Context: an optimization exercise on an open-source flow, tuned for small area, a short achievable clock period and few clock cycles per item. The choices shown serve that exercise and are no tape-out recipe.
Function was not checked in any run shown here: the RTL went through the layout flow alone.
No activity file was given, so power comes from the tool's default toggle rates.

==> flow/design.v (outline; a module is shown in full before it is edited, if it fits) <==
// module booth_multiplier: 588 lines
// module booth_final_adder: 700 lines
// module booth_pfx1p: 6 lines
// module booth_pfx1g: 5 lines
// module booth_pfx2p: 6 lines
// module booth_pfx2g: 5 lines
// module booth_pfx3p: 6 lines
// module booth_pfx3g: 5 lines
// module booth_pfx4p: 6 lines
// module booth_pfx4g: 5 lines
// module booth_pfx5p: 6 lines
// module booth_pfx5g: 5 lines
// module booth_pfx6g: 5 lines
// module booth_pfx7g: 5 lines
module booth_multiplier(clk, reset_n, multiplier, multiplicand, op_start, op_clear, result, op_done);
  // ...
==> flow/flow/run.sh <==
#!/bin/bash
# Standard layout with two changes: the port buffers are plain buffers (buf_2)
# instead of delay buffers, and synthesis leaves adders to abc (no full-adder
# cells). Registers are untouched by either change.
bash standard.sh ADDER_MAP_FILE= "BUFFER_PORTS_ARGS=-buffer_cell sky130_fd_sc_hd__buf_2" finish > standard.log 2>&1
==> flow/standard.sh <==
#!/bin/bash
# synth_recipe.tcl (not shown) runs the flow's synth.tcl, then flattens the netlist and writes it again
# the make line also repeats each setting of config.mk as NAME=value (left out here)
make -C /OpenROAD-flow-scripts/flow DESIGN_CONFIG=/design/flow/config.mk WORK_HOME=/design/flow/orfs CLKGATE_MAP_FILE= SYNTH_SCRIPT=/design/flow/synth_recipe.tcl "${@:-finish}"
==> flow/config.mk <==
export PLATFORM = sky130hd
export DESIGN_NAME = booth_multiplier
export DESIGN_NICKNAME = booth_multiplier
export VERILOG_FILES = /design/flow/design.v
export SDC_FILE = /design/flow/constraint.sdc
export NUM_CORES = 4
export LEC_CHECK = 0
export CAP_MARGIN = 20
export CORE_MARGIN = 2
export CORE_UTILIZATION = 50
export CTS_CLUSTER_DIAMETER = 100
export CTS_CLUSTER_SIZE = 20
export SETUP_SLACK_MARGIN = 3.3
export SLEW_MARGIN = 20
export SYNTH_HIERARCHICAL = 1
==> flow/constraint.sdc <==
create_clock -name core_clock -period 6.0 [get_ports {clk}]
set_input_delay 1.2000 -clock core_clock [delete_from_list [all_inputs] [get_ports {clk}]]
set_output_delay 1.2000 -clock core_clock [all_outputs]
set_load 0.01 [all_outputs]
==> flow_summary.yaml, run 1 <==
status:
  status: "timing/DRC/antenna clean"
detailed_routing:
  routed-wl-met2_um: 41100
  wl_met1_um: 36500
  drt-initial-drc-count: 1496
  num_vias: 21286
  wl_met3_um: 4830
layout:
  buffer_area_share_pct: 8.32
  clockNetworkAreaShare_pct: 2.30
  fillerInstances: 4690
  layout.area.seq_um2: 7290
clock_tree:
  hold_buffers: 0
  cts_buffer_depth: 3
  post_cts_resized: 94
  numCtsBuffers: 21
global_route:
  top_usage_layer: "met2"
  grtUsageMet1_pct: 37.8
floorplan:
  fp.dieArea_um2: 56500
timing:
  hold_ws_ps: 407
  fin_crit_sh_pct: 45.6
  worst_pin_slew_ps: 860
pwr:
  power-top-group: "combinational logic"
worst_setup_path:
  cp.required_ps: 6470
  cpLargestDelayFamily: "compound AO/OA/AOI/OAI gates"
  path_buf_inv: 1
placed_design:
  hpwl_um: 55400
==> run 2, diff against run 1 <==
--- a/flow/design.v
+++ b/flow/design.v
@@ -77,4 +77,4 @@
 	wire fc11 = (pp0[5] & pp1[3]) | (pp0[5] & pp2[1]) | (pp1[3] & pp2[1]);
-	wire fs12 = fs10 ^ fc8 ^ fs11;
-	wire fc12 = (fs10 & fc8) | (fs10 & fs11) | (fc8 & fs11);
+	wire fs12 = fs10 ^ fs11 ^ fc8;
+	wire fc12 = (fs10 & fs11) | (fs10 & fc8) | (fs11 & fc8);
 	wire fs13 = S[6] ^ C[6] ^ negb[3];
@@ -85,4 +85,4 @@
 	wire fc15 = (pp2[2] & pp3[0]) | (pp2[2] & fc10) | (pp3[0] & fc10);
-	wire fs16 = fc11 ^ fs14 ^ fs15;
-	wire fc16 = (fc11 & fs14) | (fc11 & fs15) | (fs14 & fs15);
+	wire fs16 = fs14 ^ fc11 ^ fs15;
+	wire fc16 = (fs14 & fc11) | (fs14 & fs15) | (fc11 & fs15);
 	wire fs17 = S[7] ^ C[7] ^ fc13;
@@ -91,6 +91,6 @@
 	wire fc18 = (pp0[7] & pp1[5]) | (pp0[7] & pp2[3]) | (pp1[5] & pp2[3]);
-	wire fs19 = pp3[1] ^ fs17 ^ fc14;
-	wire fc19 = (pp3[1] & fs17) | (pp3[1] & fc14) | (fs17 & fc14);
-	wire fs20 = fs18 ^ fc15 ^ fs19;
-	wire fc20 = (fs18 & fc15) | (fs18 & fs19) | (fc15 & fs19);
+	wire fs19 = pp3[1] ^ fs17 ^ fs18;
+	wire fc19 = (pp3[1] & fs17) | (pp3[1] & fs18) | (fs17 & fs18);
+	wire fs20 = fc14 ^ fc15 ^ fs19;
+	wire fc20 = (fc14 & fc15) | (fc14 & fs19) | (fc15 & fs19);
 	wire fs21 = S[8] ^ C[8] ^ pp0[8];
@@ -99,6 +99,6 @@
 	wire fc22 = (pp1[6] & pp2[4]) | (pp1[6] & pp3[2]) | (pp2[4] & pp3[2]);
-	wire fs23 = fc17 ^ fc18 ^ fs21;
-	wire fc23 = (fc17 & fc18) | (fc17 & fs21) | (fc18 & fs21);
-	wire fs24 = fs22 ^ fc19 ^ fs23;
-	wire fc24 = (fs22 & fc19) | (fs22 & fs23) | (fc19 & fs23);
+	wire fs23 = fc17 ^ fs21 ^ fs22;
+	wire fc23 = (fc17 & fs21) | (fc17 & fs22) | (fs21 & fs22);
+	wire fs24 = fc18 ^ fs23 ^ fc19;
+	wire fc24 = (fc18 & fs23) | (fc18 & fc19) | (fs23 & fc19);
 	wire fs25 = S[9] ^ C[9] ^ pp0[9];
@@ -107,6 +107,6 @@
 	wire fc26 = (pp1[7] & pp2[5]) | (pp1[7] & pp3[3]) | (pp2[5] & pp3[3]);
-	wire fs27 = fc21 ^ fc22 ^ fs25;
-	wire fc27 = (fc21 & fc22) | (fc21 & fs25) | (fc22 & fs25);
-	wire fs28 = fs26 ^ fc23 ^ fs27;
-	wire fc28 = (fs26 & fc23) | (fs26 & fs27) | (fc23 & fs27);
+	wire fs27 = fs25 ^ fs26 ^ fc21;
+	wire fc27 = (fs25 & fs26) | (fs25 & fc21) | (fs26 & fc21);
+	wire fs28 = fc22 ^ fs27 ^ fc23;
+	wire fc28 = (fc22 & fs27) | (fc22 & fc23) | (fs27 & fc23);
 	wire fs29 = S[10] ^ C[10] ^ pp0[10];
@@ -115,6 +115,6 @@
 	wire fc30 = (pp1[8] & pp2[6]) | (pp1[8] & pp3[4]) | (pp2[6] & pp3[4]);
-	wire fs31 = fc25 ^ fc26 ^ fs29;
-	wire fc31 = (fc25 & fc26) | (fc25 & fs29) | (fc26 & fs29);
-	wire fs32 = fs30 ^ fc27 ^ fs31;
-	wire fc32 = (fs30 & fc27) | (fs30 & fs31) | (fc27 & fs31);
+	wire fs31 = fs29 ^ fs30 ^ fc25;
+	wire fc31 = (fs29 & fs30) | (fs29 & fc25) | (fs30 & fc25);
+	wire fs32 = fc26 ^ fs31 ^ fc27;
+	wire fc32 = (fc26 & fs31) | (fc26 & fc27) | (fs31 & fc27);
 	wire fs33 = S[11] ^ C[11] ^ pp0[11];
@@ -123,6 +123,6 @@
 	wire fc34 = (pp1[9] & pp2[7]) | (pp1[9] & pp3[5]) | (pp2[7] & pp3[5]);
-	wire fs35 = fc29 ^ fc30 ^ fs33;
-	wire fc35 = (fc29 & fc30) | (fc29 & fs33) | (fc30 & fs33);
-	wire fs36 = fs34 ^ fc31 ^ fs35;
-	wire fc36 = (fs34 & fc31) | (fs34 & fs35) | (fc31 & fs35);
+	wire fs35 = fs33 ^ fs34 ^ fc29;
+	wire fc35 = (fs33 & fs34) | (fs33 & fc29) | (fs34 & fc29);
+	wire fs36 = fc30 ^ fs35 ^ fc31;
+	wire fc36 = (fc30 & fs35) | (fc30 & fc31) | (fs35 & fc31);
 	wire fs37 = S[12] ^ C[12] ^ pp0[12];
@@ -131,6 +131,6 @@
 	wire fc38 = (pp1[10] & pp2[8]) | (pp1[10] & pp3[6]) | (pp2[8] & pp3[6]);
-	wire fs39 = fc33 ^ fc34 ^ fs37;
-	wire fc39 = (fc33 & fc34) | (fc33 & fs37) | (fc34 & fs37);
-	wire fs40 = fs38 ^ fc35 ^ fs39;
-	wire fc40 = (fs38 & fc35) | (fs38 & fs39) | (fc35 & fs39);
+	wire fs39 = fs37 ^ fs38 ^ fc33;
+	wire fc39 = (fs37 & fs38) | (fs37 & fc33) | (fs38 & fc33);
+	wire fs40 = fc34 ^ fs39 ^ fc35;
+	wire fc40 = (fc34 & fs39) | (fc34 & fc35) | (fs39 & fc35);
 	wire fs41 = S[13] ^ C[13] ^ pp0[13];
@@ -139,6 +139,6 @@
 	wire fc42 = (pp1[11] & pp2[9]) | (pp1[11] & pp3[7]) | (pp2[9] & pp3[7]);
-	wire fs43 = fc37 ^ fc38 ^ fs41;
-	wire fc43 = (fc37 & fc38) | (fc37 & fs41) | (fc38 & fs41);
-	wire fs44 = fs42 ^ fc39 ^ fs43;
-	wire fc44 = (fs42 & fc39) | (fs42 & fs43) | (fc39 & fs43);
+	wire fs43 = fs41 ^ fs42 ^ fc37;
+	wire fc43 = (fs41 & fs42) | (fs41 & fc37) | (fs42 & fc37);
+	wire fs44 = fc38 ^ fs43 ^ fc39;
+	wire fc44 = (fc38 & fs43) | (fc38 & fc39) | (fs43 & fc39);
 	wire fs45 = S[14] ^ C[14] ^ pp0[14];
@@ -147,6 +147,6 @@
 	wire fc46 = (pp1[12] & pp2[10]) | (pp1[12] & pp3[8]) | (pp2[10] & pp3[8]);
-	wire fs47 = fc41 ^ fc42 ^ fs45;
-	wire fc47 = (fc41 & fc42) | (fc41 & fs45) | (fc42 & fs45);
-	wire fs48 = fs46 ^ fc43 ^ fs47;
-	wire fc48 = (fs46 & fc43) | (fs46 & fs47) | (fc43 & fs47);
+	wire fs47 = fs45 ^ fs46 ^ fc41;
+	wire fc47 = (fs45 & fs46) | (fs45 & fc41) | (fs46 & fc41);
+	wire fs48 = fc42 ^ fs47 ^ fc43;
+	wire fc48 = (fc42 & fs47) | (fc42 & fc43) | (fs47 & fc43);
 	wire fs49 = S[15] ^ C[15] ^ pp0[15];
@@ -155,6 +155,6 @@
 	wire fc50 = (pp1[13] & pp2[11]) | (pp1[13] & pp3[9]) | (pp2[11] & pp3[9]);
-	wire fs51 = fc45 ^ fc46 ^ fs49;
-	wire fc51 = (fc45 & fc46) | (fc45 & fs49) | (fc46 & fs49);
-	wire fs52 = fs50 ^ fc47 ^ fs51;
-	wire fc52 = (fs50 & fc47) | (fs50 & fs51) | (fc47 & fs51);
+	wire fs51 = fs49 ^ fs50 ^ fc45;
+	wire fc51 = (fs49 & fs50) | (fs49 & fc45) | (fs50 & fc45);
+	wire fs52 = fc46 ^ fs51 ^ fc47;
+	wire fc52 = (fc46 & fs51) | (fc46 & fc47) | (fs51 & fc47);
 	wire fs53 = S[16] ^ C[16] ^ pp0[16];
@@ -163,6 +163,6 @@
 	wire fc54 = (pp1[14] & pp2[12]) | (pp1[14] & pp3[10]) | (pp2[12] & pp3[10]);
-	wire fs55 = fc49 ^ fc50 ^ fs53;
-	wire fc55 = (fc49 & fc50) | (fc49 & fs53) | (fc50 & fs53);
-	wire fs56 = fs54 ^ fc51 ^ fs55;
-	wire fc56 = (fs54 & fc51) | (fs54 & fs55) | (fc51 & fs55);
+	wire fs55 = fs53 ^ fs54 ^ fc49;
+	wire fc55 = (fs53 & fs54) | (fs53 & fc49) | (fs54 & fc49);
+	wire fs56 = fc50 ^ fs55 ^ fc51;
+	wire fc56 = (fc50 & fs55) | (fc50 & fc51) | (fs55 & fc51);
 	wire fs57 = S[17] ^ C[17] ^ pp0[17];
@@ -171,6 +171,6 @@
 	wire fc58 = (pp1[15] & pp2[13]) | (pp1[15] & pp3[11]) | (pp2[13] & pp3[11]);
-	wire fs59 = fc53 ^ fc54 ^ fs57;
-	wire fc59 = (fc53 & fc54) | (fc53 & fs57) | (fc54 & fs57);
-	wire fs60 = fs58 ^ fc55 ^ fs59;
-	wire fc60 = (fs58 & fc55) | (fs58 & fs59) | (fc55 & fs59);
+	wire fs59 = fs57 ^ fs58 ^ fc53;
+	wire fc59 = (fs57 & fs58) | (fs57 & fc53) | (fs58 & fc53);
+	wire fs60 = fc54 ^ fs59 ^ fc55;
+	wire fc60 = (fc54 & fs59) | (fc54 & fc55) | (fs59 & fc55);
 	wire fs61 = S[18] ^ C[18] ^ pp0[18];
@@ -179,6 +179,6 @@
 	wire fc62 = (pp1[16] & pp2[14]) | (pp1[16] & pp3[12]) | (pp2[14] & pp3[12]);
-	wire fs63 = fc57 ^ fc58 ^ fs61;
-	wire fc63 = (fc57 & fc58) | (fc57 & fs61) | (fc58 & fs61);
-	wire fs64 = fs62 ^ fc59 ^ fs63;
-	wire fc64 = (fs62 & fc59) | (fs62 & fs63) | (fc59 & fs63);
+	wire fs63 = fs61 ^ fs62 ^ fc57;
+	wire fc63 = (fs61 & fs62) | (fs61 & fc57) | (fs62 & fc57);
+	wire fs64 = fc58 ^ fs63 ^ fc59;
+	wire fc64 = (fc58 & fs63) | (fc58 & fc59) | (fs63 & fc59);
 	wire fs65 = S[19] ^ C[19] ^ pp0[19];
@@ -187,6 +187,6 @@
 	wire fc66 = (pp1[17] & pp2[15]) | (pp1[17] & pp3[13]) | (pp2[15] & pp3[13]);
-	wire fs67 = fc61 ^ fc62 ^ fs65;
-	wire fc67 = (fc61 & fc62) | (fc61 & fs65) | (fc62 & fs65);
-	wire fs68 = fs66 ^ fc63 ^ fs67;
-	wire fc68 = (fs66 & fc63) | (fs66 & fs67) | (fc63 & fs67);
+	wire fs67 = fs65 ^ fs66 ^ fc61;
+	wire fc67 = (fs65 & fs66) | (fs65 & fc61) | (fs66 & fc61);
+	wire fs68 = fc62 ^ fs67 ^ fc63;
+	wire fc68 = (fc62 & fs67) | (fc62 & fc63) | (fs67 & fc63);
 	wire fs69 = S[20] ^ C[20] ^ pp0[20];
@@ -195,6 +195,6 @@
 	wire fc70 = (pp1[18] & pp2[16]) | (pp1[18] & pp3[14]) | (pp2[16] & pp3[14]);
-	wire fs71 = fc65 ^ fc66 ^ fs69;
-	wire fc71 = (fc65 & fc66) | (fc65 & fs69) | (fc66 & fs69);
-	wire fs72 = fs70 ^ fc67 ^ fs71;
-	wire fc72 = (fs70 & fc67) | (fs70 & fs71) | (fc67 & fs71);
+	wire fs71 = fs69 ^ fs70 ^ fc65;
+	wire fc71 = (fs69 & fs70) | (fs69 & fc65) | (fs70 & fc65);
+	wire fs72 = fc66 ^ fs71 ^ fc67;
+	wire fc72 = (fc66 & fs71) | (fc66 & fc67) | (fs71 & fc67);
 	wire fs73 = S[21] ^ C[21] ^ pp0[21];
@@ -203,6 +203,6 @@
 	wire fc74 = (pp1[19] & pp2[17]) | (pp1[19] & pp3[15]) | (pp2[17] & pp3[15]);
-	wire fs75 = fc69 ^ fc70 ^ fs73;
-	wire fc75 = (fc69 & fc70) | (fc69 & fs73) | (fc70 & fs73);
-	wire fs76 = fs74 ^ fc71 ^ fs75;
-	wire fc76 = (fs74 & fc71) | (fs74 & fs75) | (fc71 & fs75);
+	wire fs75 = fs73 ^ fs74 ^ fc69;
+	wire fc75 = (fs73 & fs74) | (fs73 & fc69) | (fs74 & fc69);
+	wire fs76 = fc70 ^ fs75 ^ fc71;
+	wire fc76 = (fc70 & fs75) | (fc70 & fc71) | (fs75 & fc71);
 	wire fs77 = S[22] ^ C[22] ^ pp0[22];
@@ -211,6 +211,6 @@
 	wire fc78 = (pp1[20] & pp2[18]) | (pp1[20] & pp3[16]) | (pp2[18] & pp3[16]);
-	wire fs79 = fc73 ^ fc74 ^ fs77;
-	wire fc79 = (fc73 & fc74) | (fc73 & fs77) | (fc74 & fs77);
-	wire fs80 = fs78 ^ fc75 ^ fs79;
-	wire fc80 = (fs78 & fc75) | (fs78 & fs79) | (fc75 & fs79);
+	wire fs79 = fs77 ^ fs78 ^ fc73;
+	wire fc79 = (fs77 & fs78) | (fs77 & fc73) | (fs78 & fc73);
+	wire fs80 = fc74 ^ fs79 ^ fc75;
+	wire fc80 = (fc74 & fs79) | (fc74 & fc75) | (fs79 & fc75);
 	wire fs81 = S[23] ^ C[23] ^ pp0[23];
@@ -219,6 +219,6 @@
 	wire fc82 = (pp1[21] & pp2[19]) | (pp1[21] & pp3[17]) | (pp2[19] & pp3[17]);
-	wire fs83 = fc77 ^ fc78 ^ fs81;
-	wire fc83 = (fc77 & fc78) | (fc77 & fs81) | (fc78 & fs81);
-	wire fs84 = fs82 ^ fc79 ^ fs83;
-	wire fc84 = (fs82 & fc79) | (fs82 & fs83) | (fc79 & fs83);
+	wire fs83 = fs81 ^ fs82 ^ fc77;
+	wire fc83 = (fs81 & fs82) | (fs81 & fc77) | (fs82 & fc77);
+	wire fs84 = fc78 ^ fs83 ^ fc79;
+	wire fc84 = (fc78 & fs83) | (fc78 & fc79) | (fs83 & fc79);
 	wire fs85 = S[24] ^ C[24] ^ pp0[24];
@@ -227,6 +227,6 @@
 	wire fc86 = (pp1[22] & pp2[20]) | (pp1[22] & pp3[18]) | (pp2[20] & pp3[18]);
-	wire fs87 = fc81 ^ fc82 ^ fs85;
-	wire fc87 = (fc81 & fc82) | (fc81 & fs85) | (fc82 & fs85);
-	wire fs88 = fs86 ^ fc83 ^ fs87;
-	wire fc88 = (fs86 & fc83) | (fs86 & fs87) | (fc83 & fs87);
+	wire fs87 = fs85 ^ fs86 ^ fc81;
+	wire fc87 = (fs85 & fs86) | (fs85 & fc81) | (fs86 & fc81);
+	wire fs88 = fc82 ^ fs87 ^ fc83;
+	wire fc88 = (fc82 & fs87) | (fc82 & fc83) | (fs87 & fc83);
 	wire fs89 = S[25] ^ C[25] ^ pp0[25];
@@ -235,6 +235,6 @@
 	wire fc90 = (pp1[23] & pp2[21]) | (pp1[23] & pp3[19]) | (pp2[21] & pp3[19]);
-	wire fs91 = fc85 ^ fc86 ^ fs89;
-	wire fc91 = (fc85 & fc86) | (fc85 & fs89) | (fc86 & fs89);
-	wire fs92 = fs90 ^ fc87 ^ fs91;
-	wire fc92 = (fs90 & fc87) | (fs90 & fs91) | (fc87 & fs91);
+	wire fs91 = fs89 ^ fs90 ^ fc85;
+	wire fc91 = (fs89 & fs90) | (fs89 & fc85) | (fs90 & fc85);
+	wire fs92 = fc86 ^ fs91 ^ fc87;
+	wire fc92 = (fc86 & fs91) | (fc86 & fc87) | (fs91 & fc87);
 	wire fs93 = S[26] ^ C[26] ^ pp0[26];
@@ -243,6 +243,6 @@
 	wire fc94 = (pp1[24] & pp2[22]) | (pp1[24] & pp3[20]) | (pp2[22] & pp3[20]);
-	wire fs95 = fc89 ^ fc90 ^ fs93;
-	wire fc95 = (fc89 & fc90) | (fc89 & fs93) | (fc90 & fs93);
-	wire fs96 = fs94 ^ fc91 ^ fs95;
-	wire fc96 = (fs94 & fc91) | (fs94 & fs95) | (fc91 & fs95);
+	wire fs95 = fs93 ^ fs94 ^ fc89;
+	wire fc95 = (fs93 & fs94) | (fs93 & fc89) | (fs94 & fc89);
+	wire fs96 = fc90 ^ fs95 ^ fc91;
+	wire fc96 = (fc90 & fs95) | (fc90 & fc91) | (fs95 & fc91);
 	wire fs97 = S[27] ^ C[27] ^ pp0[27];
@@ -251,6 +251,6 @@
 	wire fc98 = (pp1[25] & pp2[23]) | (pp1[25] & pp3[21]) | (pp2[23] & pp3[21]);
-	wire fs99 = fc93 ^ fc94 ^ fs97;
-	wire fc99 = (fc93 & fc94) | (fc93 & fs97) | (fc94 & fs97);
-	wire fs100 = fs98 ^ fc95 ^ fs99;
-	wire fc100 = (fs98 & fc95) | (fs98 & fs99) | (fc95 & fs99);
+	wire fs99 = fs97 ^ fs98 ^ fc93;
+	wire fc99 = (fs97 & fs98) | (fs97 & fc93) | (fs98 & fc93);
+	wire fs100 = fc94 ^ fs99 ^ fc95;
+	wire fc100 = (fc94 & fs99) | (fc94 & fc95) | (fs99 & fc95);
 	wire fs101 = S[28] ^ C[28] ^ pp0[28];
@@ -259,6 +259,6 @@
 	wire fc102 = (pp1[26] & pp2[24]) | (pp1[26] & pp3[22]) | (pp2[24] & pp3[22]);
-	wire fs103 = fc97 ^ fc98 ^ fs101;
-	wire fc103 = (fc97 & fc98) | (fc97 & fs101) | (fc98 & fs101);
-	wire fs104 = fs102 ^ fc99 ^ fs103;
-	wire fc104 = (fs102 & fc99) | (fs102 & fs103) | (fc99 & fs103);
+	wire fs103 = fs101 ^ fs102 ^ fc97;
+	wire fc103 = (fs101 & fs102) | (fs101 & fc97) | (fs102 & fc97);
+	wire fs104 = fc98 ^ fs103 ^ fc99;
+	wire fc104 = (fc98 & fs103) | (fc98 & fc99) | (fs103 & fc99);
 	wire fs105 = S[29] ^ C[29] ^ pp0[29];
@@ -267,6 +267,6 @@
 	wire fc106 = (pp1[27] & pp2[25]) | (pp1[27] & pp3[23]) | (pp2[25] & pp3[23]);
-	wire fs107 = fc101 ^ fc102 ^ fs105;
-	wire fc107 = (fc101 & fc102) | (fc101 & fs105) | (fc102 & fs105);
-	wire fs108 = fs106 ^ fc103 ^ fs107;
-	wire fc108 = (fs106 & fc103) | (fs106 & fs107) | (fc103 & fs107);
+	wire fs107 = fs105 ^ fs106 ^ fc101;
+	wire fc107 = (fs105 & fs106) | (fs105 & fc101) | (fs106 & fc101);
+	wire fs108 = fc102 ^ fs107 ^ fc103;
+	wire fc108 = (fc102 & fs107) | (fc102 & fc103) | (fs107 & fc103);
 	wire fs109 = S[30] ^ C[30] ^ pp0[30];
@@ -275,6 +275,6 @@
 	wire fc110 = (pp1[28] & pp2[26]) | (pp1[28] & pp3[24]) | (pp2[26] & pp3[24]);
-	wire fs111 = fc105 ^ fc106 ^ fs109;
-	wire fc111 = (fc105 & fc106) | (fc105 & fs109) | (fc106 & fs109);
-	wire fs112 = fs110 ^ fc107 ^ fs111;
-	wire fc112 = (fs110 & fc107) | (fs110 & fs111) | (fc107 & fs111);
+	wire fs111 = fs109 ^ fs110 ^ fc105;
+	wire fc111 = (fs109 & fs110) | (fs109 & fc105) | (fs110 & fc105);
+	wire fs112 = fc106 ^ fs111 ^ fc107;
+	wire fc112 = (fc106 & fs111) | (fc106 & fc107) | (fs111 & fc107);
 	wire fs113 = S[31] ^ C[31] ^ pp0[31];
@@ -283,6 +283,6 @@
 	wire fc114 = (pp1[29] & pp2[27]) | (pp1[29] & pp3[25]) | (pp2[27] & pp3[25]);
-	wire fs115 = fc109 ^ fc110 ^ fs113;
-	wire fc115 = (fc109 & fc110) | (fc109 & fs113) | (fc110 & fs113);
-	wire fs116 = fs114 ^ fc111 ^ fs115;
-	wire fc116 = (fs114 & fc111) | (fs114 & fs115) | (fc111 & fs115);
+	wire fs115 = fs113 ^ fs114 ^ fc109;
+	wire fc115 = (fs113 & fs114) | (fs113 & fc109) | (fs114 & fc109);
+	wire fs116 = fc110 ^ fs115 ^ fc111;
+	wire fc116 = (fc110 & fs115) | (fc110 & fc111) | (fs115 & fc111);
 	wire fs117 = S[32] ^ C[32] ^ pp0[32];
@@ -291,6 +291,6 @@
 	wire fc118 = (pp1[30] & pp2[28]) | (pp1[30] & pp3[26]) | (pp2[28] & pp3[26]);
-	wire fs119 = fc113 ^ fc114 ^ fs117;
-	wire fc119 = (fc113 & fc114) | (fc113 & fs117) | (fc114 & fs117);
-	wire fs120 = fs118 ^ fc115 ^ fs119;
-	wire fc120 = (fs118 & fc115) | (fs118 & fs119) | (fc115 & fs119);
+	wire fs119 = fs117 ^ fs118 ^ fc113;
+	wire fc119 = (fs117 & fs118) | (fs117 & fc113) | (fs118 & fc113);
+	wire fs120 = fc114 ^ fs119 ^ fc115;
+	wire fc120 = (fc114 & fs119) | (fc114 & fc115) | (fs119 & fc115);
 	wire fs121 = S[33] ^ C[33] ^ pp0[33];
@@ -299,6 +299,6 @@
 	wire fc122 = (pp1[31] & pp2[29]) | (pp1[31] & pp3[27]) | (pp2[29] & pp3[27]);
-	wire fs123 = fc117 ^ fc118 ^ fs121;
-	wire fc123 = (fc117 & fc118) | (fc117 & fs121) | (fc118 & fs121);
-	wire fs124 = fs122 ^ fc119 ^ fs123;
-	wire fc124 = (fs122 & fc119) | (fs122 & fs123) | (fc119 & fs123);
+	wire fs123 = fs121 ^ fs122 ^ fc117;
+	wire fc123 = (fs121 & fs122) | (fs121 & fc117) | (fs122 & fc117);
+	wire fs124 = fc118 ^ fs123 ^ fc119;
+	wire fc124 = (fc118 & fs123) | (fc118 & fc119) | (fs123 & fc119);
 	wire fs125 = S[34] ^ C[34] ^ pp0[34];
@@ -307,6 +307,6 @@
 	wire fc126 = (pp1[32] & pp2[30]) | (pp1[32] & pp3[28]) | (pp2[30] & pp3[28]);
-	wire fs127 = fc121 ^ fc122 ^ fs125;
-	wire fc127 = (fc121 & fc122) | (fc121 & fs125) | (fc122 & fs125);
-	wire fs128 = fs126 ^ fc123 ^ fs127;
-	wire fc128 = (fs126 & fc123) | (fs126 & fs127) | (fc123 & fs127);
+	wire fs127 = fs125 ^ fs126 ^ fc121;
+	wire fc127 = (fs125 & fs126) | (fs125 & fc121) | (fs126 & fc121);
+	wire fs128 = fc122 ^ fs127 ^ fc123;
+	wire fc128 = (fc122 & fs127) | (fc122 & fc123) | (fs127 & fc123);
 	wire fs129 = S[35] ^ C[35] ^ pp0[35];
@@ -315,6 +315,6 @@
 	wire fc130 = (pp1[33] & pp2[31]) | (pp1[33] & pp3[29]) | (pp2[31] & pp3[29]);
-	wire fs131 = fc125 ^ fc126 ^ fs129;
-	wire fc131 = (fc125 & fc126) | (fc125 & fs129) | (fc126 & fs129);
-	wire fs132 = fs130 ^ fc127 ^ fs131;
-	wire fc132 = (fs130 & fc127) | (fs130 & fs131) | (fc127 & fs131);
+	wire fs131 = fs129 ^ fs130 ^ fc125;
+	wire fc131 = (fs129 & fs130) | (fs129 & fc125) | (fs130 & fc125);
+	wire fs132 = fc126 ^ fs131 ^ fc127;
+	wire fc132 = (fc126 & fs131) | (fc126 & fc127) | (fs131 & fc127);
 	wire fs133 = S[36] ^ C[36] ^ pp0[36];
@@ -323,6 +323,6 @@
 	wire fc134 = (pp1[34] & pp2[32]) | (pp1[34] & pp3[30]) | (pp2[32] & pp3[30]);
-	wire fs135 = fc129 ^ fc130 ^ fs133;
-	wire fc135 = (fc129 & fc130) | (fc129 & fs133) | (fc130 & fs133);
-	wire fs136 = fs134 ^ fc131 ^ fs135;
-	wire fc136 = (fs134 & fc131) | (fs134 & fs135) | (fc131 & fs135);
+	wire fs135 = fs133 ^ fs134 ^ fc129;
+	wire fc135 = (fs133 & fs134) | (fs133 & fc129) | (fs134 & fc129);
+	wire fs136 = fc130 ^ fs135 ^ fc131;
+	wire fc136 = (fc130 & fs135) | (fc130 & fc131) | (fs135 & fc131);
 	wire fs137 = S[37] ^ C[37] ^ pp0[37];
@@ -331,6 +331,6 @@
 	wire fc138 = (pp1[35] & pp2[33]) | (pp1[35] & pp3[31]) | (pp2[33] & pp3[31]);
-	wire fs139 = fc133 ^ fc134 ^ fs137;
-	wire fc139 = (fc133 & fc134) | (fc133 & fs137) | (fc134 & fs137);
-	wire fs140 = fs138 ^ fc135 ^ fs139;
-	wire fc140 = (fs138 & fc135) | (fs138 & fs139) | (fc135 & fs139);
+	wire fs139 = fs137 ^ fs138 ^ fc133;
+	wire fc139 = (fs137 & fs138) | (fs137 & fc133) | (fs138 & fc133);
+	wire fs140 = fc134 ^ fs139 ^ fc135;
+	wire fc140 = (fc134 & fs139) | (fc134 & fc135) | (fs139 & fc135);
 	wire fs141 = S[38] ^ C[38] ^ pp0[38];
@@ -339,6 +339,6 @@
 	wire fc142 = (pp1[36] & pp2[34]) | (pp1[36] & pp3[32]) | (pp2[34] & pp3[32]);
-	wire fs143 = fc137 ^ fc138 ^ fs141;
-	wire fc143 = (fc137 & fc138) | (fc137 & fs141) | (fc138 & fs141);
-	wire fs144 = fs142 ^ fc139 ^ fs143;
-	wire fc144 = (fs142 & fc139) | (fs142 & fs143) | (fc139 & fs143);
+	wire fs143 = fs141 ^ fs142 ^ fc137;
+	wire fc143 = (fs141 & fs142) | (fs141 & fc137) | (fs142 & fc137);
+	wire fs144 = fc138 ^ fs143 ^ fc139;
+	wire fc144 = (fc138 & fs143) | (fc138 & fc139) | (fs143 & fc139);
 	wire fs145 = S[39] ^ C[39] ^ pp0[39];
@@ -347,6 +347,6 @@
 	wire fc146 = (pp1[37] & pp2[35]) | (pp1[37] & pp3[33]) | (pp2[35] & pp3[33]);
-	wire fs147 = fc141 ^ fc142 ^ fs145;
-	wire fc147 = (fc141 & fc142) | (fc141 & fs145) | (fc142 & fs145);
-	wire fs148 = fs146 ^ fc143 ^ fs147;
-	wire fc148 = (fs146 & fc143) | (fs146 & fs147) | (fc143 & fs147);
+	wire fs147 = fs145 ^ fs146 ^ fc141;
+	wire fc147 = (fs145 & fs146) | (fs145 & fc141) | (fs146 & fc141);
+	wire fs148 = fc142 ^ fs147 ^ fc143;
+	wire fc148 = (fc142 & fs147) | (fc142 & fc143) | (fs147 & fc143);
 	wire fs149 = S[40] ^ C[40] ^ pp0[40];
@@ -355,6 +355,6 @@
 	wire fc150 = (pp1[38] & pp2[36]) | (pp1[38] & pp3[34]) | (pp2[36] & pp3[34]);
-	wire fs151 = fc145 ^ fc146 ^ fs149;
-	wire fc151 = (fc145 & fc146) | (fc145 & fs149) | (fc146 & fs149);
-	wire fs152 = fs150 ^ fc147 ^ fs151;
-	wire fc152 = (fs150 & fc147) | (fs150 & fs151) | (fc147 & fs151);
+	wire fs151 = fs149 ^ fs150 ^ fc145;
+	wire fc151 = (fs149 & fs150) | (fs149 & fc145) | (fs150 & fc145);
+	wire fs152 = fc146 ^ fs151 ^ fc147;
+	wire fc152 = (fc146 & fs151) | (fc146 & fc147) | (fs151 & fc147);
 	wire fs153 = S[41] ^ C[41] ^ pp0[41];
@@ -363,6 +363,6 @@
 	wire fc154 = (pp1[39] & pp2[37]) | (pp1[39] & pp3[35]) | (pp2[37] & pp3[35]);
-	wire fs155 = fc149 ^ fc150 ^ fs153;
-	wire fc155 = (fc149 & fc150) | (fc149 & fs153) | (fc150 & fs153);
-	wire fs156 = fs154 ^ fc151 ^ fs155;
-	wire fc156 = (fs154 & fc151) | (fs154 & fs155) | (fc151 & fs155);
+	wire fs155 = fs153 ^ fs154 ^ fc149;
+	wire fc155 = (fs153 & fs154) | (fs153 & fc149) | (fs154 & fc149);
+	wire fs156 = fc150 ^ fs155 ^ fc151;
+	wire fc156 = (fc150 & fs155) | (fc150 & fc151) | (fs155 & fc151);
 	wire fs157 = S[42] ^ C[42] ^ pp0[42];
@@ -371,6 +371,6 @@
 	wire fc158 = (pp1[40] & pp2[38]) | (pp1[40] & pp3[36]) | (pp2[38] & pp3[36]);
-	wire fs159 = fc153 ^ fc154 ^ fs157;
-	wire fc159 = (fc153 & fc154) | (fc153 & fs157) | (fc154 & fs157);
-	wire fs160 = fs158 ^ fc155 ^ fs159;
-	wire fc160 = (fs158 & fc155) | (fs158 & fs159) | (fc155 & fs159);
+	wire fs159 = fs157 ^ fs158 ^ fc153;
+	wire fc159 = (fs157 & fs158) | (fs157 & fc153) | (fs158 & fc153);
+	wire fs160 = fc154 ^ fs159 ^ fc155;
+	wire fc160 = (fc154 & fs159) | (fc154 & fc155) | (fs159 & fc155);
 	wire fs161 = S[43] ^ C[43] ^ pp0[43];
@@ -379,6 +379,6 @@
 	wire fc162 = (pp1[41] & pp2[39]) | (pp1[41] & pp3[37]) | (pp2[39] & pp3[37]);
-	wire fs163 = fc157 ^ fc158 ^ fs161;
-	wire fc163 = (fc157 & fc158) | (fc157 & fs161) | (fc158 & fs161);
-	wire fs164 = fs162 ^ fc159 ^ fs163;
-	wire fc164 = (fs162 & fc159) | (fs162 & fs163) | (fc159 & fs163);
+	wire fs163 = fs161 ^ fs162 ^ fc157;
+	wire fc163 = (fs161 & fs162) | (fs161 & fc157) | (fs162 & fc157);
+	wire fs164 = fc158 ^ fs163 ^ fc159;
+	wire fc164 = (fc158 & fs163) | (fc158 & fc159) | (fs163 & fc159);
 	wire fs165 = S[44] ^ C[44] ^ pp0[44];
@@ -387,6 +387,6 @@
 	wire fc166 = (pp1[42] & pp2[40]) | (pp1[42] & pp3[38]) | (pp2[40] & pp3[38]);
-	wire fs167 = fc161 ^ fc162 ^ fs165;
-	wire fc167 = (fc161 & fc162) | (fc161 & fs165) | (fc162 & fs165);
-	wire fs168 = fs166 ^ fc163 ^ fs167;
-	wire fc168 = (fs166 & fc163) | (fs166 & fs167) | (fc163 & fs167);
+	wire fs167 = fs165 ^ fs166 ^ fc161;
+	wire fc167 = (fs165 & fs166) | (fs165 & fc161) | (fs166 & fc161);
+	wire fs168 = fc162 ^ fs167 ^ fc163;
+	wire fc168 = (fc162 & fs167) | (fc162 & fc163) | (fs167 & fc163);
 	wire fs169 = S[45] ^ C[45] ^ pp0[45];
@@ -395,6 +395,6 @@
 	wire fc170 = (pp1[43] & pp2[41]) | (pp1[43] & pp3[39]) | (pp2[41] & pp3[39]);
-	wire fs171 = fc165 ^ fc166 ^ fs169;
-	wire fc171 = (fc165 & fc166) | (fc165 & fs169) | (fc166 & fs169);
-	wire fs172 = fs170 ^ fc167 ^ fs171;
-	wire fc172 = (fs170 & fc167) | (fs170 & fs171) | (fc167 & fs171);
+	wire fs171 = fs169 ^ fs170 ^ fc165;
+	wire fc171 = (fs169 & fs170) | (fs169 & fc165) | (fs170 & fc165);
+	wire fs172 = fc166 ^ fs171 ^ fc167;
+	wire fc172 = (fc166 & fs171) | (fc166 & fc167) | (fs171 & fc167);
 	wire fs173 = S[46] ^ C[46] ^ pp0[46];
@@ -403,6 +403,6 @@
 	wire fc174 = (pp1[44] & pp2[42]) | (pp1[44] & pp3[40]) | (pp2[42] & pp3[40]);
-	wire fs175 = fc169 ^ fc170 ^ fs173;
-	wire fc175 = (fc169 & fc170) | (fc169 & fs173) | (fc170 & fs173);
-	wire fs176 = fs174 ^ fc171 ^ fs175;
-	wire fc176 = (fs174 & fc171) | (fs174 & fs175) | (fc171 & fs175);
+	wire fs175 = fs173 ^ fs174 ^ fc169;
+	wire fc175 = (fs173 & fs174) | (fs173 & fc169) | (fs174 & fc169);
+	wire fs176 = fc170 ^ fs175 ^ fc171;
+	wire fc176 = (fc170 & fs175) | (fc170 & fc171) | (fs175 & fc171);
 	wire fs177 = S[47] ^ C[47] ^ pp0[47];
@@ -411,6 +411,6 @@
 	wire fc178 = (pp1[45] & pp2[43]) | (pp1[45] & pp3[41]) | (pp2[43] & pp3[41]);
-	wire fs179 = fc173 ^ fc174 ^ fs177;
-	wire fc179 = (fc173 & fc174) | (fc173 & fs177) | (fc174 & fs177);
-	wire fs180 = fs178 ^ fc175 ^ fs179;
-	wire fc180 = (fs178 & fc175) | (fs178 & fs179) | (fc175 & fs179);
+	wire fs179 = fs177 ^ fs178 ^ fc173;
+	wire fc179 = (fs177 & fs178) | (fs177 & fc173) | (fs178 & fc173);
+	wire fs180 = fc174 ^ fs179 ^ fc175;
+	wire fc180 = (fc174 & fs179) | (fc174 & fc175) | (fs179 & fc175);
 	wire fs181 = S[48] ^ C[48] ^ pp0[48];
@@ -419,6 +419,6 @@
 	wire fc182 = (pp1[46] & pp2[44]) | (pp1[46] & pp3[42]) | (pp2[44] & pp3[42]);
-	wire fs183 = fc177 ^ fc178 ^ fs181;
-	wire fc183 = (fc177 & fc178) | (fc177 & fs181) | (fc178 & fs181);
-	wire fs184 = fs182 ^ fc179 ^ fs183;
-	wire fc184 = (fs182 & fc179) | (fs182 & fs183) | (fc179 & fs183);
+	wire fs183 = fs181 ^ fs182 ^ fc177;
+	wire fc183 = (fs181 & fs182) | (fs181 & fc177) | (fs182 & fc177);
+	wire fs184 = fc178 ^ fs183 ^ fc179;
+	wire fc184 = (fc178 & fs183) | (fc178 & fc179) | (fs183 & fc179);
 	wire fs185 = S[49] ^ C[49] ^ pp0[49];
@@ -427,6 +427,6 @@
 	wire fc186 = (pp1[47] & pp2[45]) | (pp1[47] & pp3[43]) | (pp2[45] & pp3[43]);
-	wire fs187 = fc181 ^ fc182 ^ fs185;
-	wire fc187 = (fc181 & fc182) | (fc181 & fs185) | (fc182 & fs185);
-	wire fs188 = fs186 ^ fc183 ^ fs187;
-	wire fc188 = (fs186 & fc183) | (fs186 & fs187) | (fc183 & fs187);
+	wire fs187 = fs185 ^ fs186 ^ fc181;
+	wire fc187 = (fs185 & fs186) | (fs185 & fc181) | (fs186 & fc181);
+	wire fs188 = fc182 ^ fs187 ^ fc183;
+	wire fc188 = (fc182 & fs187) | (fc182 & fc183) | (fs187 & fc183);
 	wire fs189 = S[50] ^ C[50] ^ pp0[50];
@@ -435,6 +435,6 @@
 	wire fc190 = (pp1[48] & pp2[46]) | (pp1[48] & pp3[44]) | (pp2[46] & pp3[44]);
-	wire fs191 = fc185 ^ fc186 ^ fs189;
-	wire fc191 = (fc185 & fc186) | (fc185 & fs189) | (fc186 & fs189);
-	wire fs192 = fs190 ^ fc187 ^ fs191;
-	wire fc192 = (fs190 & fc187) | (fs190 & fs191) | (fc187 & fs191);
+	wire fs191 = fs189 ^ fs190 ^ fc185;
+	wire fc191 = (fs189 & fs190) | (fs189 & fc185) | (fs190 & fc185);
+	wire fs192 = fc186 ^ fs191 ^ fc187;
+	wire fc192 = (fc186 & fs191) | (fc186 & fc187) | (fs191 & fc187);
 	wire fs193 = S[51] ^ C[51] ^ pp0[51];
@@ -443,6 +443,6 @@
 	wire fc194 = (pp1[49] & pp2[47]) | (pp1[49] & pp3[45]) | (pp2[47] & pp3[45]);
-	wire fs195 = fc189 ^ fc190 ^ fs193;
-	wire fc195 = (fc189 & fc190) | (fc189 & fs193) | (fc190 & fs193);
-	wire fs196 = fs194 ^ fc191 ^ fs195;
-	wire fc196 = (fs194 & fc191) | (fs194 & fs195) | (fc191 & fs195);
+	wire fs195 = fs193 ^ fs194 ^ fc189;
+	wire fc195 = (fs193 & fs194) | (fs193 & fc189) | (fs194 & fc189);
+	wire fs196 = fc190 ^ fs195 ^ fc191;
+	wire fc196 = (fc190 & fs195) | (fc190 & fc191) | (fs195 & fc191);
 	wire fs197 = S[52] ^ C[52] ^ pp0[52];
@@ -451,6 +451,6 @@
 	wire fc198 = (pp1[50] & pp2[48]) | (pp1[50] & pp3[46]) | (pp2[48] & pp3[46]);
-	wire fs199 = fc193 ^ fc194 ^ fs197;
-	wire fc199 = (fc193 & fc194) | (fc193 & fs197) | (fc194 & fs197);
-	wire fs200 = fs198 ^ fc195 ^ fs199;
-	wire fc200 = (fs198 & fc195) | (fs198 & fs199) | (fc195 & fs199);
+	wire fs199 = fs197 ^ fs198 ^ fc193;
+	wire fc199 = (fs197 & fs198) | (fs197 & fc193) | (fs198 & fc193);
+	wire fs200 = fc194 ^ fs199 ^ fc195;
+	wire fc200 = (fc194 & fs199) | (fc194 & fc195) | (fs199 & fc195);
 	wire fs201 = S[53] ^ C[53] ^ pp0[53];
@@ -459,6 +459,6 @@
 	wire fc202 = (pp1[51] & pp2[49]) | (pp1[51] & pp3[47]) | (pp2[49] & pp3[47]);
-	wire fs203 = fc197 ^ fc198 ^ fs201;
-	wire fc203 = (fc197 & fc198) | (fc197 & fs201) | (fc198 & fs201);
-	wire fs204 = fs202 ^ fc199 ^ fs203;
-	wire fc204 = (fs202 & fc199) | (fs202 & fs203) | (fc199 & fs203);
+	wire fs203 = fs201 ^ fs202 ^ fc197;
+	wire fc203 = (fs201 & fs202) | (fs201 & fc197) | (fs202 & fc197);
+	wire fs204 = fc198 ^ fs203 ^ fc199;
+	wire fc204 = (fc198 & fs203) | (fc198 & fc199) | (fs203 & fc199);
 	wire fs205 = S[54] ^ C[54] ^ pp0[54];
@@ -467,6 +467,6 @@
 	wire fc206 = (pp1[52] & pp2[50]) | (pp1[52] & pp3[48]) | (pp2[50] & pp3[48]);
-	wire fs207 = fc201 ^ fc202 ^ fs205;
-	wire fc207 = (fc201 & fc202) | (fc201 & fs205) | (fc202 & fs205);
-	wire fs208 = fs206 ^ fc203 ^ fs207;
-	wire fc208 = (fs206 & fc203) | (fs206 & fs207) | (fc203 & fs207);
+	wire fs207 = fs205 ^ fs206 ^ fc201;
+	wire fc207 = (fs205 & fs206) | (fs205 & fc201) | (fs206 & fc201);
+	wire fs208 = fc202 ^ fs207 ^ fc203;
+	wire fc208 = (fc202 & fs207) | (fc202 & fc203) | (fs207 & fc203);
 	wire fs209 = S[55] ^ C[55] ^ pp0[55];
@@ -475,6 +475,6 @@
 	wire fc210 = (pp1[53] & pp2[51]) | (pp1[53] & pp3[49]) | (pp2[51] & pp3[49]);
-	wire fs211 = fc205 ^ fc206 ^ fs209;
-	wire fc211 = (fc205 & fc206) | (fc205 & fs209) | (fc206 & fs209);
-	wire fs212 = fs210 ^ fc207 ^ fs211;
-	wire fc212 = (fs210 & fc207) | (fs210 & fs211) | (fc207 & fs211);
+	wire fs211 = fs209 ^ fs210 ^ fc205;
+	wire fc211 = (fs209 & fs210) | (fs209 & fc205) | (fs210 & fc205);
+	wire fs212 = fc206 ^ fs211 ^ fc207;
+	wire fc212 = (fc206 & fs211) | (fc206 & fc207) | (fs211 & fc207);
 	wire fs213 = S[56] ^ C[56] ^ pp0[56];
@@ -483,6 +483,6 @@
 	wire fc214 = (pp1[54] & pp2[52]) | (pp1[54] & pp3[50]) | (pp2[52] & pp3[50]);
-	wire fs215 = fc209 ^ fc210 ^ fs213;
-	wire fc215 = (fc209 & fc210) | (fc209 & fs213) | (fc210 & fs213);
-	wire fs216 = fs214 ^ fc211 ^ fs215;
-	wire fc216 = (fs214 & fc211) | (fs214 & fs215) | (fc211 & fs215);
+	wire fs215 = fs213 ^ fs214 ^ fc209;
+	wire fc215 = (fs213 & fs214) | (fs213 & fc209) | (fs214 & fc209);
+	wire fs216 = fc210 ^ fs215 ^ fc211;
+	wire fc216 = (fc210 & fs215) | (fc210 & fc211) | (fs215 & fc211);
 	wire fs217 = S[57] ^ C[57] ^ pp0[57];
@@ -491,6 +491,6 @@
 	wire fc218 = (pp1[55] & pp2[53]) | (pp1[55] & pp3[51]) | (pp2[53] & pp3[51]);
-	wire fs219 = fc213 ^ fc214 ^ fs217;
-	wire fc219 = (fc213 & fc214) | (fc213 & fs217) | (fc214 & fs217);
-	wire fs220 = fs218 ^ fc215 ^ fs219;
-	wire fc220 = (fs218 & fc215) | (fs218 & fs219) | (fc215 & fs219);
+	wire fs219 = fs217 ^ fs218 ^ fc213;
+	wire fc219 = (fs217 & fs218) | (fs217 & fc213) | (fs218 & fc213);
+	wire fs220 = fc214 ^ fs219 ^ fc215;
+	wire fc220 = (fc214 & fs219) | (fc214 & fc215) | (fs219 & fc215);
 	wire fs221 = S[58] ^ C[58] ^ pp0[58];
@@ -499,6 +499,6 @@
 	wire fc222 = (pp1[56] & pp2[54]) | (pp1[56] & pp3[52]) | (pp2[54] & pp3[52]);
-	wire fs223 = fc217 ^ fc218 ^ fs221;
-	wire fc223 = (fc217 & fc218) | (fc217 & fs221) | (fc218 & fs221);
-	wire fs224 = fs222 ^ fc219 ^ fs223;
-	wire fc224 = (fs222 & fc219) | (fs222 & fs223) | (fc219 & fs223);
+	wire fs223 = fs221 ^ fs222 ^ fc217;
+	wire fc223 = (fs221 & fs222) | (fs221 & fc217) | (fs222 & fc217);
+	wire fs224 = fc218 ^ fs223 ^ fc219;
+	wire fc224 = (fc218 & fs223) | (fc218 & fc219) | (fs223 & fc219);
 	wire fs225 = S[59] ^ C[59] ^ pp0[59];
@@ -507,6 +507,6 @@
 	wire fc226 = (pp1[57] & pp2[55]) | (pp1[57] & pp3[53]) | (pp2[55] & pp3[53]);
-	wire fs227 = fc221 ^ fc222 ^ fs225;
-	wire fc227 = (fc221 & fc222) | (fc221 & fs225) | (fc222 & fs225);
-	wire fs228 = fs226 ^ fc223 ^ fs227;
-	wire fc228 = (fs226 & fc223) | (fs226 & fs227) | (fc223 & fs227);
+	wire fs227 = fs225 ^ fs226 ^ fc221;
+	wire fc227 = (fs225 & fs226) | (fs225 & fc221) | (fs226 & fc221);
+	wire fs228 = fc222 ^ fs227 ^ fc223;
+	wire fc228 = (fc222 & fs227) | (fc222 & fc223) | (fs227 & fc223);
 	wire fs229 = S[60] ^ C[60] ^ pp0[60];
@@ -515,6 +515,6 @@
 	wire fc230 = (pp1[58] & pp2[56]) | (pp1[58] & pp3[54]) | (pp2[56] & pp3[54]);
-	wire fs231 = fc225 ^ fc226 ^ fs229;
-	wire fc231 = (fc225 & fc226) | (fc225 & fs229) | (fc226 & fs229);
-	wire fs232 = fs230 ^ fc227 ^ fs231;
-	wire fc232 = (fs230 & fc227) | (fs230 & fs231) | (fc227 & fs231);
+	wire fs231 = fs229 ^ fs230 ^ fc225;
+	wire fc231 = (fs229 & fs230) | (fs229 & fc225) | (fs230 & fc225);
+	wire fs232 = fc226 ^ fs231 ^ fc227;
+	wire fc232 = (fc226 & fs231) | (fc226 & fc227) | (fs231 & fc227);
 	wire fs233 = S[61] ^ C[61] ^ pp0[61];
@@ -523,6 +523,6 @@
 	wire fc234 = (pp1[59] & pp2[57]) | (pp1[59] & pp3[55]) | (pp2[57] & pp3[55]);
-	wire fs235 = fc229 ^ fc230 ^ fs233;
-	wire fc235 = (fc229 & fc230) | (fc229 & fs233) | (fc230 & fs233);
-	wire fs236 = fs234 ^ fc231 ^ fs235;
-	wire fc236 = (fs234 & fc231) | (fs234 & fs235) | (fc231 & fs235);
+	wire fs235 = fs233 ^ fs234 ^ fc229;
+	wire fc235 = (fs233 & fs234) | (fs233 & fc229) | (fs234 & fc229);
+	wire fs236 = fc230 ^ fs235 ^ fc231;
+	wire fc236 = (fc230 & fs235) | (fc230 & fc231) | (fs235 & fc231);
 	wire fs237 = S[62] ^ C[62] ^ pp0[62];
@@ -531,6 +531,6 @@
 	wire fc238 = (pp1[60] & pp2[58]) | (pp1[60] & pp3[56]) | (pp2[58] & pp3[56]);
-	wire fs239 = fc233 ^ fc234 ^ fs237;
-	wire fc239 = (fc233 & fc234) | (fc233 & fs237) | (fc234 & fs237);
-	wire fs240 = fs238 ^ fc235 ^ fs239;
-	wire fc240 = (fs238 & fc235) | (fs238 & fs239) | (fc235 & fs239);
+	wire fs239 = fs237 ^ fs238 ^ fc233;
+	wire fc239 = (fs237 & fs238) | (fs237 & fc233) | (fs238 & fc233);
+	wire fs240 = fc234 ^ fs239 ^ fc235;
+	wire fc240 = (fc234 & fs239) | (fc234 & fc235) | (fs239 & fc235);
 	wire fs241 = ~(S[63] ^ pp0[63]);
@@ -539,26 +539,26 @@
 	wire fc242 = (pp1[61] & pp2[59]) | (pp1[61] & pp3[57]) | (pp2[59] & pp3[57]);
-	wire fs243 = fc237 ^ fc238 ^ fs241;
-	wire fc243 = (fc237 & fc238) | (fc237 & fs241) | (fc238 & fs241);
-	wire fs244 = fs242 ^ fc239 ^ fs243;
-	wire fc244 = (fs242 & fc239) | (fs242 & fs243) | (fc239 & fs243);
+	wire fs243 = fs241 ^ fs242 ^ fc237;
+	wire fc243 = (fs241 & fs242) | (fs241 & fc237) | (fs242 & fc237);
+	wire fs244 = fc238 ^ fs243 ^ fc239;
+	wire fc244 = (fc238 & fs243) | (fc238 & fc239) | (fs243 & fc239);
 	wire fs245 = pp0[64] ^ pp1[62] ^ pp2[60];
 	wire fc245 = (pp0[64] & pp1[62]) | (pp0[64] & pp2[60]) | (pp1[62] & pp2[60]);
-	wire fs246 = pp3[58] ^ fc241 ^ fc242;
-	wire fc246 = (pp3[58] & fc241) | (pp3[58] & fc242) | (fc241 & fc242);
-	wire fs247 = fs245 ^ fc243 ^ fs246;
-	wire fc247 = (fs245 & fc243) | (fs245 & fs246) | (fc243 & fs246);
+	wire fs246 = pp3[58] ^ fs245 ^ fc241;
+	wire fc246 = (pp3[58] & fs245) | (pp3[58] & fc241) | (fs245 & fc241);
+	wire fs247 = fc242 ^ fs246 ^ fc243;
+	wire fc247 = (fc242 & fs246) | (fc242 & fc243) | (fs246 & fc243);
 	wire fs248 = ~(pp1[63] ^ pp2[61]);
 	wire fc248 = pp1[63] | pp2[61];
-	wire fs249 = pp3[59] ^ fc245 ^ fs248;
-	wire fc249 = (pp3[59] & fc245) | (pp3[59] & fs248) | (fc245 & fs248);
-	wire fs250 = fc246 ^ fs249;
-	wire fc250 = fc246 & fs249;
+	wire fs249 = pp3[59] ^ fs248 ^ fc245;
+	wire fc249 = (pp3[59] & fs248) | (pp3[59] & fc245) | (fs248 & fc245);
+	wire fs250 = fs249 ^ fc246;
+	wire fc250 = fs249 & fc246;
 	wire fs251 = pp1[64] ^ pp2[62] ^ pp3[60];
 	wire fc251 = (pp1[64] & pp2[62]) | (pp1[64] & pp3[60]) | (pp2[62] & pp3[60]);
-	wire fs252 = fc248 ^ fs251 ^ fc249;
-	wire fc252 = (fc248 & fs251) | (fc248 & fc249) | (fs251 & fc249);
+	wire fs252 = fs251 ^ fc248 ^ fc249;
+	wire fc252 = (fs251 & fc248) | (fs251 & fc249) | (fc248 & fc249);
 	wire fs253 = ~(pp2[63] ^ pp3[61]);
 	wire fc253 = pp2[63] | pp3[61];
-	wire fs254 = fc251 ^ fs253;
-	wire fc254 = fc251 & fs253;
+	wire fs254 = fs253 ^ fc251;
+	wire fc254 = fs253 & fc251;
 	wire fs255 = pp2[64] ^ pp3[62] ^ fc253;
@@ -567,4 +567,4 @@
 	wire fc256 = pp3[63] | fc255;
-	wire [71:0] sp = {1'b0, pp3[64], fs256, fc254, fs254, fc250, fs250, fs247, fc240, fc236, fc232, fc228, fc224, fc220, fc216, fc212, fc208, fc204, fc200, fc196, fc192, fc188, fc184, fc180, fc176, fc172, fc168, fc164, fc160, fc156, fc152, fc148, fc144, fc140, fc136, fc132, fc128, fc124, fc120, fc116, fc112, fc108, fc104, fc100, fc96, fc92, fc88, fc84, fc80, fc76, fc72, fc68, fc64, fc60, fc56, fc52, fc48, fc44, fc40, fc36, fc32, fc28, fc24, fc20, fc16, fc12, fc9, fc6, fc4, fc2, pp0[1], fs1};
-	wire [71:0] cp = {1'b0, fc256, 1'b0, fs255, fc252, fs252, fc247, fc244, fs244, fs240, fs236, fs232, fs228, fs224, fs220, fs216, fs212, fs208, fs204, fs200, fs196, fs192, fs188, fs184, fs180, fs176, fs172, fs168, fs164, fs160, fs156, fs152, fs148, fs144, fs140, fs136, fs132, fs128, fs124, fs120, fs116, fs112, fs108, fs104, fs100, fs96, fs92, fs88, fs84, fs80, fs76, fs72, fs68, fs64, fs60, fs56, fs52, fs48, fs44, fs40, fs36, fs32, fs28, fs24, fs20, fs16, fs12, fs9, fs6, fs4, fs2, pp0[0]};
+	wire [71:0] sp = {1'b0, pp3[64], fs256, fc254, fs254, fc250, fs250, fs247, fs244, fs240, fs236, fs232, fs228, fs224, fs220, fs216, fs212, fs208, fs204, fs200, fs196, fs192, fs188, fs184, fs180, fs176, fs172, fs168, fs164, fs160, fs156, fs152, fs148, fs144, fs140, fs136, fs132, fs128, fs124, fs120, fs116, fs112, fs108, fs104, fs100, fs96, fs92, fs88, fs84, fs80, fs76, fs72, fs68, fs64, fs60, fs56, fs52, fs48, fs44, fs40, fs36, fs32, fs28, fc20, fc16, fc12, fs12, fc6, fc4, fc2, pp0[1], fs1};
+	wire [71:0] cp = {1'b0, fc256, 1'b0, fs255, fc252, fs252, fc247, fc244, fc240, fc236, fc232, fc228, fc224, fc220, fc216, fc212, fc208, fc204, fc200, fc196, fc192, fc188, fc184, fc180, fc176, fc172, fc168, fc164, fc160, fc156, fc152, fc148, fc144, fc140, fc136, fc132, fc128, fc124, fc120, fc116, fc112, fc108, fc104, fc100, fc96, fc92, fc88, fc84, fc80, fc76, fc72, fc68, fc64, fc60, fc56, fc52, fc48, fc44, fc40, fc36, fc32, fc28, fc24, fs24, fs20, fs16, fc9, fs9, fs6, fs4, fs2, pp0[0]};
 	wire [63:0] s_next = {(sp[71] | cp[71]) ^ last, sp[70:8]};
==> run 2 against run 1 <==
  * Combinational power grew 22%
  * Power rose by 16%
  * Via count shrank 1.4%
  * Flip-flop and latch count stayed put
  * Design area grew 2.6%
  * Synthesized area grew 2.6%
  * Sequential power increased by 5%
  * Critical path depth decreased by 1
  * Critical path type unchanged
==> flow_summary.yaml, run 2 <==
status:
  status: "timing/DRC/antenna clean"
synth:
  yosys_warnings: 7
  synth_cells: 2689
  synth_area_um2: 28000
  syn_area_per_cell_um2: 10.4
detailed_routing:
  detail_route.wirelength_um: 80100
  firstDrtPassIters: 5
  drt-initial-drc-count: 1374
  avgRoutedWirePerCell_um: 21.9
  num_vias: 20982
  drc: 0
  routed_via_density: 5.73
  postRouteAntennaNets: 0
clock_tree:
  htreeDepth: 1
  clk_pin_slew_ps: 80
  cts.sinks: 289
  cts_buffer_depth: 3
  hold_buffers: 0
  cts_tree: "built"
  numCtsBuffers: 22
  worst_skew_pair.late_latency_ps: 580
  cts_root_buf: "clkbuf_16"
floorplan:
  boundaryPins: 261
  fp.dieArea_um2: 57900
  core_area_um2: 55200
  die_h_um: 241
  fp.dieW_um: 241
  start_util_pct: 50.7
  rows: 86
pwr:
  ir_drop_mv: 0.335
  power.density_nw_per_um2: 536
  p_leak_nw: 14.4
  totalPowerFinal_mw: 17.0
worst_setup_path:
  start_kind: "flip-flop"
  r2r-start: "S[39]"
  reg2regPathDepth: 10
  crit_chain: "and2_2 > a21o_1 > a21o_1 > a21o_4 > a21o_1 > a21o_4 > a21o_4 > a21o_1 > xor3_1 > a32o_1"
  path_buf_inv: 0
  arrival_ps: 3140
  slowest_delay_ps: 380
  worstSetupPathType: "flip-flop to flip-flop"
  slowest_stage: "dfxtp_2"
  cpLargestDelayFamily: "compound AO/OA/AOI/OAI gates"
  cp.required_ps: 6470
  end_kind: "flip-flop"
  r2r_slack_ps: 3330
  cpMostUsedCell: "a21o_1"
  timing.rr.end: "S[60]"
  path_max_fanout: 9
global_route:
  grtUsageTotal_pct: 26.9
  antenna_found_initial: 0
  grt_max_degree: 79
  grt-ovfl-total: 0
  grt_pass1_vias: 20765
  grt_pass1_wl_um: 121000
timing:
  relSlewSlack_pct: 32.3
  hold_viol_final: 0
  drv_slew: 0
  clock-skew-final_ps: 31.5
  fin_crit_sh_pct: 44.4
  layout_setup_ws_ps: 3330
  hold_ws_ps: 402
  worst_pin_slew_ps: 1010
  setup_tns_ps: 0
  setup_viol: 0
  min_period_ps: 2670
  max_freq_mhz: 375
  rsz0062_at_grt: "true"
layout:
  stdcell_count: 3664
  reg_top3: "B x64, S x64, lo x64"
  antennaDiodeCount: 0
  final_common_cell: "xnor2_1"
  final_cell_mix: "xnor2_1 (483), buf_2 (260), a21o_1 (202)"
  nets: 3032
  fillerInstances: 4740
  final_layout_size_suffix_gt1_share_pct: 30.1
  syn_to_final_growth_pct: 13.4
hold_path:
  worstHoldPathType: "input port to asynchronous set/reset pin"
placed_design:
  hpwl_um: 53600
  dp_cells: 3534
  place_ws_ps: 2590
  routabilityCongestion: 0.826
  numPortBuffers: 260
flow_run:
  maxCapViolCount: 0
==> run 2: report_power, final <==
part | total (mW) | leakage (nW) | switching, mW | internal, mW
combinational | 12.0 | 11.3 | 5.69 | 6.33
clock | 1.59 | 0.353 | 0.845 | 0.743
sequential | 3.40 | 2.72 | 0.828 | 2.57
==> run 2: worst max path at each step <==
| stage | start | endpoint | slack [ps] | depth (start not counted) |
|---|---|---|---|---|
| 3_5_place_dp | S[25] | S[60] | 2590 | 10 |
| 6_report | S[39] | S[60] | 3330 | 10 |
| 3_3_place_gp | S[23] | S[57] | 2660 | 10 |
| 4_1_cts | DS[0] | S[60] | 3270 | 10 |
| 5_1_grt | DS[0] | S[63] | 3270 | 10 |
| 2_1_floorplan | S[23] | S[63] | 3300 | 10 |
==> run 2: area by class of cell <==
type                    instances  area [um2]  area share [%]
inverters                       5        18.8          0.0591
multi-input cells            2217       20300            63.8
clock inverters                11         129           0.406
flip-flops and latches        289        7300            23.0
repair buffers                365        2520            7.93
well taps                     748         936            2.95
clock buffers                  29         598            1.88
==> run 2: per-layer routing <==
| metal | vias to the layer above | wire length [um] | global-route usage [%] |
|---|---|---|---|
| met1 | 10352 | 34700 | 35.6 |
| met5 | - | 0 | 0 |
| met3 | 112 | 4900 | 4.56 |
| li1 | 9911 | - | - |
| met4 | 0 | 2160 | 7.36 |
| met2 | 607 | 38300 | 45.6 |
==> run 2: stage by stage <==
stage	cell area (um2)	util, %
global route	31700	57.5
global placement	29500	53.4
finish	31700	57.5
CTS	31000	56.1
detailed placement	29500	53.4
floorplan	28000	-
==> run 2: what timing repair did <==
action                                  in CTS  in global routing
setup buffers                               34                 53
gates resized for setup                    108                106
endpoints found under the setup margin     139                131
pin swaps                                   11                 22
cloned                                       2                  1

-- port drivers added, routing unchanged --
Ports are ideal in the flow. The routed layouts listed here were re-timed in OpenROAD. Step 1, drivers: a clkbuf_16 drives clk and a buf_2 each remaining input, both assumed. Step 2 times the ports against the registers' clock, not the clock port: input delays grow and output delays shrink by t, the midpoint of the rising clock arrivals with the driver on. Three values: no drivers, after step 1, after step 2; two values: the first two.
| run | t, ns | setup slack, ns | worst setup path after step 2 | worst data-port slew with drivers (ns) |
|---|---|---|---|---|
| run 1 | 0.629 | 3.266 / 3.266 / 3.266 | register to register | 0.07 |
| run 2 | 0.632 | 3.334 / 3.334 / 3.334 | register to register | 0.06 |
After both steps every run listed still meets setup and hold.
